What follows belongs to an exercise in optimizing a design on an open flow for small area; a production flow would make more cautious choices.
Function was checked by simulation only, so behaviour that the tests miss may differ from the original.
Power is estimated from default activity; no workload was simulated.

== oak ==
## top
module top (
    input  wire       clk_2m,
    input  wire       clk_10k,
    input  wire       rst_n,
    output wire       m_seq_out,
    output wire       sys_clk_out,
    output wire       locked,
    output wire [3:0] DCBA,
    output wire [5:0] w_out,
    output wire       dot
);
clock: 40.0 ns
lec_check: 0
cap_margin: 20
core_margin: 2
core_utilization: 65
slew_margin: 20
standard.sh (not shown) runs the stock make flow with config.mk's settings and CLKGATE_MAP_FILE= SYNTH_SCRIPT=/design/flow/synth_recipe.tcl, a recipe that flattens the netlist after the stock synthesis.
==> flow/flow/run.sh <==
#!/bin/bash
# Standard layout, with clock tree synthesis run without dummy loads and the
# port buffers built from the smallest buffer.
set -euo pipefail
export CTS_ARGS="-sink_clustering_enable -repair_clock_nets -dont_use_dummy_load -buf_list sky130_fd_sc_hd__clkbuf_8 -sink_clustering_size 20 -sink_clustering_max_diameter 50"
export BUFFER_PORTS_ARGS="-buffer_cell sky130_fd_sc_hd__buf_1"
bash standard.sh > standard.log 2>&1
oak completed every stage of the flow, and the final layout passed the timing, design-rule and antenna checks.
Changes in pine relative to oak:
Settings: CORE_UTILIZATION: 65 -> 80.
## What came out
Total power: pine below oak
Compared with oak, average wire length per cell after detail routing in pine increased by more than 10%.
Relative to oak, leakage component of the power decreased by about 0.3% in pine.
pine vs. oak: fraction of standard cell area in multi-input logic went up by 0.25 points.
Cell area after placement: pine lower than oak
Going from oak to pine, total global routing track utilization +7.1 points; tap cell count decreased 50; count of clock-buffer cells in the layout has decreased.
Sort oak and pine by time the final worst path needs with I/O delays and setup, descending, and pine comes first.
Inputs modified between pine and birch:
Settings: CORE_UTILIZATION changed from 80 to 65.
==> flow/flow/run.sh <==
#!/bin/bash
# Standard layout, with clock tree synthesis run without dummy loads and the
# port buffers built from the smallest buffer.
set -euo pipefail
export CTS_ARGS="-sink_clustering_enable -repair_clock_nets -dont_use_dummy_load -buf_list {sky130_fd_sc_hd__clkbuf_4 sky130_fd_sc_hd__clkbuf_8} -sink_clustering_size 16 -sink_clustering_max_diameter 40"
export BUFFER_PORTS_ARGS="-buffer_cell sky130_fd_sc_hd__buf_1"
bash standard.sh > standard.log 2>&1
Findings:
- pine -> birch: count of boundary I/O pins delta 0, exact match
- In the reports for birch and pine, the smaller fmax belongs to pine.
- Between pine and birch, the flow reports final total power increasing by a few percent.
- birch ends up with lower time the final worst path needs with I/O delays and setup than pine does.
- When birch is set beside pine, its final cell count without fillers turns out to be 62 larger.
- Compared with pine, birch improves clock skew.
- CTS H-tree depth: birch > pine
- The logic depth of the worst path, buffers included reported for birch is smaller than that of pine by 1.
- [diff] wire length, birch relative to pine: improvement
Input changes introduced in maple (baseline for comparison: birch):
==> flow/flow/run.sh <==
#!/bin/bash
# Standard layout, with clock tree synthesis run without dummy loads and the
# port buffers built from the smallest buffer.
set -euo pipefail
export CTS_ARGS="-sink_clustering_enable -repair_clock_nets -dont_use_dummy_load -buf_list sky130_fd_sc_hd__clkbuf_16 -sink_clustering_size 40 -sink_clustering_max_diameter 60"
export BUFFER_PORTS_ARGS="-buffer_cell sky130_fd_sc_hd__buf_1"
bash standard.sh > standard.log 2>&1
Findings:
Signed area change from the synthesized netlist to the final layout: maple vs birch — no meaningful difference
Setup slack: maple more than birch
Proportion of power drawn by the clock network, maple and birch, higher one = maple.
--- input diff maple..cedar ---
==> flow/flow/run.sh <==
#!/bin/bash
# Standard layout, with clock tree synthesis run without dummy loads and the
# port buffers built from the smallest buffer.
set -euo pipefail
export CTS_ARGS="-sink_clustering_enable -repair_clock_nets -dont_use_dummy_load -buf_list sky130_fd_sc_hd__clkbuf_8 -sink_clustering_size 30 -sink_clustering_max_diameter 45"
export BUFFER_PORTS_ARGS="-buffer_cell sky130_fd_sc_hd__buf_1"
bash standard.sh > standard.log 2>&1
### Flow results
From maple to cedar, storage element area did not move at all. cedar against maple: detailed route wirelength on metal3 shows an increase of 140 um, proportion of power drawn by combinational gates shows no meaningful change, worst relative slew slack shows an increase of 0.22 points, internal power of the cells shows a reduction of 2.2%. cedar | stages: all done | timing, DRC, antenna: all pass. On global-route wire length before repair: between cedar and maple, it ends up lower for maple.

-- port drivers added, routing unchanged --
How much do the figures lean on ideal ports? The routed layouts below were timed once more, with nothing changed but the port constraints.
Step 1, drivers: a clkbuf_16 drives clk_2m and a buf_2 each remaining input, both assumed.
Step 2, shift: input delay + t, output delay - t, t = (earliest + latest rising clock arrival at the registers) / 2. This alone moves slack from input paths to output paths.
Three values: ideal, step 1, step 2; two values: the first two.
| run | t, ns | setup slack, ns | worst hold slack (ns) |
|---|---|---|---|
| oak | 0.592 | 25.167 / 25.174 / 24.582 | 0.348 / 0.348 / 0.348 |
| pine | 0.575 | 24.888 / 24.906 / 24.331 | 0.370 / 0.370 / 0.370 |
| birch | 0.556 | 25.093 / 25.102 / 24.546 | 0.346 / 0.346 / 0.346 |
| maple | 0.546 | 25.105 / 25.117 / 24.571 | 0.368 / 0.368 / 0.368 |
| cedar | 0.558 | 25.127 / 25.135 / 24.577 | 0.352 / 0.352 / 0.352 |
After both steps every run listed still meets setup and hold. The setup slack of oak, which loses most, moves by +0.007 ns with the drivers and by -0.585 ns with both steps.
